What follows belongs to an exercise in optimizing a design on an open flow for small area and a short achievable clock period; a production flow would make more cautious choices.
Where RTL was checked, it was by simulation tests only, not by an equivalence proof against the original.
Power is estimated from default activity; no workload was simulated.

== rev 12 ==
==> flow/design.v <==
module p #(parameter DATA_WIDTH = 16, OUT_WIDTH = 32)
(
    input [DATA_WIDTH-1:0] a,
    input [DATA_WIDTH-1:0] b,
    output [OUT_WIDTH-1:0] c,
    output reg done,
    input clk,
    input rst
);
    localparam K = DATA_WIDTH;
    reg [K-1:0] hi;      
    reg [K-1:0] lo;      
    reg [K:0] pp;        
    reg pneg;            
    reg [2:0] cnt;
    assign c = {hi, lo};
    wire [2:0] bits = rst ? {b[1:0], 1'b0} : lo[3:1];
    wire one = bits[0] ^ bits[1];
    wire two = (bits[2] & ~bits[1] & ~bits[0]) | (~bits[2] & bits[1] & bits[0]);
    wire neg = bits[2];
    wire [K:0] m = one ? {a[K-1], a} : two ? {a, 1'b0} : {(K+1){1'b0}};
    wire [K+1:0] sum = {{2{hi[K-1]}}, hi} + {pp[K], pp} + pneg;
    always @(posedge clk) begin
        pp <= m ^ {(K+1){neg}};
        pneg <= neg;
        if (rst) begin
            hi <= 0;
            lo <= b;
            cnt <= 3'd0;
            done <= 1'b0;
        end else if (!done) begin
            hi <= sum[K+1:2];
            lo <= {sum[1:0], lo[K-1:2]};
            cnt <= cnt + 3'd1;
            done <= (cnt == 3'd7);
        end
    end
endmodule
`timescale 1ns / 1ps
module mac #(
    parameter DATA_WIDTH = 16,
              OUT_WIDTH = 32
)(
    input clk,
    input rst,
    input clr,
    input [DATA_WIDTH - 1: 0] a,
    input [DATA_WIDTH - 1: 0] b,
    output reg [OUT_WIDTH-1: 0] out
);
    wire ready;
    wire [OUT_WIDTH-1:0] pro;
    p #(.DATA_WIDTH(DATA_WIDTH), .OUT_WIDTH(OUT_WIDTH)) product (
        .a(a), .b(b), .c(pro), .done(ready), .clk(clk), .rst(rst)
    );
    always @(posedge clk) begin
        if (clr)
            out <= 0;
        else if (ready && !rst)
            out <= out + pro;
    end
endmodule
Settings: LEC_CHECK=0, CAP_MARGIN=20, CORE_MARGIN=2, CORE_UTILIZATION=40, SLEW_MARGIN=20; clock period 12.0 ns.
run.sh (not shown) runs the stock make flow with config.mk's settings and CLKGATE_MAP_FILE= SYNTH_SCRIPT=/design/flow/synth_recipe.tcl, a recipe that flattens the netlist after the stock synthesis.
Input-level comparison between rev 13 and rev 12:
--- a/flow/design.v
+++ b/flow/design.v
@@ -11,20 +11,18 @@
     reg [K-1:0] hi;      
     reg [K-1:0] lo;      
-    reg [K:0] pp;        
-    reg pneg;            
+    reg bprev;           
     reg [2:0] cnt;
     assign c = {hi, lo};
-    wire [2:0] bits = rst ? {b[1:0], 1'b0} : lo[3:1];
-    wire one = bits[0] ^ bits[1];
-    wire two = (bits[2] & ~bits[1] & ~bits[0]) | (~bits[2] & bits[1] & bits[0]);
-    wire neg = bits[2];
-    wire [K:0] m = one ? {a[K-1], a} : two ? {a, 1'b0} : {(K+1){1'b0}};
-    wire [K+1:0] sum = {{2{hi[K-1]}}, hi} + {pp[K], pp} + pneg;
+    wire one = lo[0] ^ bprev;
+    wire two = (lo[1] & ~lo[0] & ~bprev) | (~lo[1] & lo[0] & bprev);
+    wire neg = lo[1];
+    wire [K+1:0] m = one ? {{2{a[K-1]}}, a} :
+                     two ? {a[K-1], a, 1'b0} : {(K+2){1'b0}};
+    wire [K+1:0] sum = {{2{hi[K-1]}}, hi} + (m ^ {(K+2){neg}}) + neg;
     always @(posedge clk) begin
-        pp <= m ^ {(K+1){neg}};
-        pneg <= neg;
         if (rst) begin
             hi <= 0;
             lo <= b;
+            bprev <= 1'b0;
             cnt <= 3'd0;
             done <= 1'b0;
@@ -32,4 +30,5 @@
             hi <= sum[K+1:2];
             lo <= {sum[1:0], lo[K-1:2]};
+            bprev <= lo[1];
             cnt <= cnt + 3'd1;
             done <= (cnt == 3'd7);
[summary]
| highest clock rate | rev 13 vs rev 12 | worse |. Delta(maximum resistive drop on vdd, rev 13 - rev 12) < 0. Vertical extent of the die went down by a few percent going from rev 12 to rev 13. Worst path setup slack after routing deteriorates in rev 13 relative to rev 12. Between rev 12 and rev 13, critical path depth is higher for rev 13, rev 12 comes in under that. Summary of rev 13 over rev 12: compound-cell area share of the yosys netlist now sits higher; post-synthesis sequential area ratio lost 4.1 points; power saw a decrease; area after synthesis shrank by 360 um2.
No functional check of the RTL was part of any run of this note.


old:
mac, a different RTL version from the one above (not shown whole).
For scale: about 600 cells after synthesis, roughly 0.0051 mm^2 of cells after synthesis.
==> module p, before the edit <==
module p #(parameter DATA_WIDTH = 16, OUT_WIDTH = 32)
(
    input [DATA_WIDTH-1:0] a,
    input [DATA_WIDTH-1:0] b,
    output [OUT_WIDTH-1:0] c,
    output reg done,
    input clk,
    input rst
);
    localparam K = DATA_WIDTH;
    reg [K-1:0] hi;      
    reg [K-1:0] lo;      
    reg [K:0] pp;        
    reg pneg;            
    reg [2:0] cnt;
    assign c = {hi, lo};
    wire [2:0] bits = rst ? {b[1:0], 1'b0} : lo[3:1];
    wire one = bits[0] ^ bits[1];
    wire two = (bits[2] & ~bits[1] & ~bits[0]) | (~bits[2] & bits[1] & bits[0]);
    wire neg = bits[2];
    wire [K:0] m = one ? {a[K-1], a} : two ? {a, 1'b0} : {(K+1){1'b0}};
    wire [K+1:0] sum;
    pfx_add #(.W(K+2)) stepadd (.x({{2{hi[K-1]}}, hi}), .y({pp[K], pp}), .ci(pneg), .s(sum));
    always @(posedge clk) begin
        pp <= m ^ {(K+1){neg}};
        pneg <= neg;
        if (rst) begin
            hi <= 0;
            lo <= b;
            cnt <= 3'd0;
            done <= 1'b0;
        end else if (!done) begin
            hi <= sum[K+1:2];
            lo <= {sum[1:0], lo[K-1:2]};
            cnt <= cnt + 3'd1;
            done <= (cnt == 3'd7);
        end
    end
endmodule
clock: 12.0 ns
lec_check: 0
abc_area: 1
cap_margin: 20
core_margin: 2
core_utilization: 40
cts_buf_list: sky130_fd_sc_hd__clkbuf_4 sky130_fd_sc_hd__clkbuf_8
cts_cluster_size: 40
slew_margin: 20
standard.sh (not shown) runs the stock make flow with config.mk's settings and CLKGATE_MAP_FILE= SYNTH_SCRIPT=/design/flow/synth_recipe.tcl, a recipe that flattens the netlist after the stock synthesis.
==> flow/flow/run.sh <==
#!/bin/bash
# Standard ORFS layout (the standard.sh), with port buffers of a plain buffer
# cell and setup repair aiming further below the clock period. Make's full output
# goes to flow_make.log; ORFS keeps each tool's log under orfs/logs.
set -euo pipefail
bash standard.sh \
  "BUFFER_PORTS_ARGS=-buffer_cell sky130_fd_sc_hd__buf_1" \
  SETUP_SLACK_MARGIN=8.5 \
  finish > flow_make.log 2>&1
#### Input delta (new over old)
--- a/flow/design.v
+++ b/flow/design.v
@@ -9,20 +9,23 @@
 );
     localparam K = DATA_WIDTH;
+    reg [K-1:0] areg;    
     reg [K-1:0] hi;      
     reg [K-1:0] lo;      
-    reg [K:0] pp;        
-    reg pneg;            
+    reg one, two, neg;   
     reg [2:0] cnt;
     assign c = {hi, lo};
-    wire [2:0] bits = rst ? {b[1:0], 1'b0} : lo[3:1];
-    wire one = bits[0] ^ bits[1];
-    wire two = (bits[2] & ~bits[1] & ~bits[0]) | (~bits[2] & bits[1] & bits[0]);
-    wire neg = bits[2];
-    wire [K:0] m = one ? {a[K-1], a} : two ? {a, 1'b0} : {(K+1){1'b0}};
+    wire one_n = rst ? b[0] : lo[1] ^ lo[2];
+    wire two_n = rst ? b[1] & ~b[0] :
+                 (lo[3] & ~lo[2] & ~lo[1]) | (~lo[3] & lo[2] & lo[1]);
+    wire neg_n = rst ? b[1] : lo[3];
+    wire [K:0] m = one ? {areg[K-1], areg} : two ? {areg, 1'b0} : {(K+1){1'b0}};
+    wire [K:0] pp = m ^ {(K+1){neg}};
     wire [K+1:0] sum;
-    pfx_add #(.W(K+2)) stepadd (.x({{2{hi[K-1]}}, hi}), .y({pp[K], pp}), .ci(pneg), .s(sum));
+    pfx_add #(.W(K+2)) stepadd (.x({{2{hi[K-1]}}, hi}), .y({pp[K], pp}), .ci(neg), .s(sum));
     always @(posedge clk) begin
-        pp <= m ^ {(K+1){neg}};
-        pneg <= neg;
+        areg <= a;
+        one <= one_n;
+        two <= two_n;
+        neg <= neg_n;
         if (rst) begin
             hi <= 0;
Notes after the runs:
Diff old -> new | detailed-routed wire length on met2 | increase of 510 um
out[31]$_SDFFE_PP0P_ as the endpoint of the most critical setup path was reported by new, and product.pp[7]$_DFF_P_ by old.
The critical-path maximum fanout in old is 0.944 times that in new.
From old to new the numbers moved as follows: non-filler instance count after layout has remained practically unchanged, final design area excluding fillers shows a reduction of about 1%, height of the chip lower, arithmetic-cell share of the synthesized area counting full adders, half adders and majority gates down 0.56 points, synthesized area per cell rose by 0.098 um^2.
Compared with old, in new setup slack of the critical path after layout went down by 0.016 ns, netlist area before placement went down 54 um^2, simple-gate portion of the synthesized area now sits lower.

port drivers added, routing unchanged:
The flow's constraints put no driver on any port. The routed layouts listed below were extracted and timed again, unchanged, in two steps. Step 1 assumes that a clkbuf_16 drives the clock port and a buf_2 every other input. Step 2 times the ports against the registers' clock, not the clock port: input delays grow and output delays shrink by t, the midpoint of the rising clock arrivals with the driver on. Slacks: ideal / step 1 / step 2; pairs: ideal / step 1.
run | t (ns) | setup WS [ns] | clock arrival spread, ns
rev 12 | 0.387 | 7.665 / 7.687 / 7.300 | 0.008 / 0.008
rev 13 | 0.372 | 6.584 / 6.601 / 6.228 | 0.008 / 0.009
old | 0.392 | 8.601 / 8.590 / 8.198 | 0.012 / 0.012
new | 0.404 | 8.585 / 8.573 / 8.192 | 0.013 / 0.013
After both steps setup and hold are still met in every run listed. For old, which loses most, drivers alone change the setup slack by -0.011 ns; drivers and shift together by -0.403 ns.
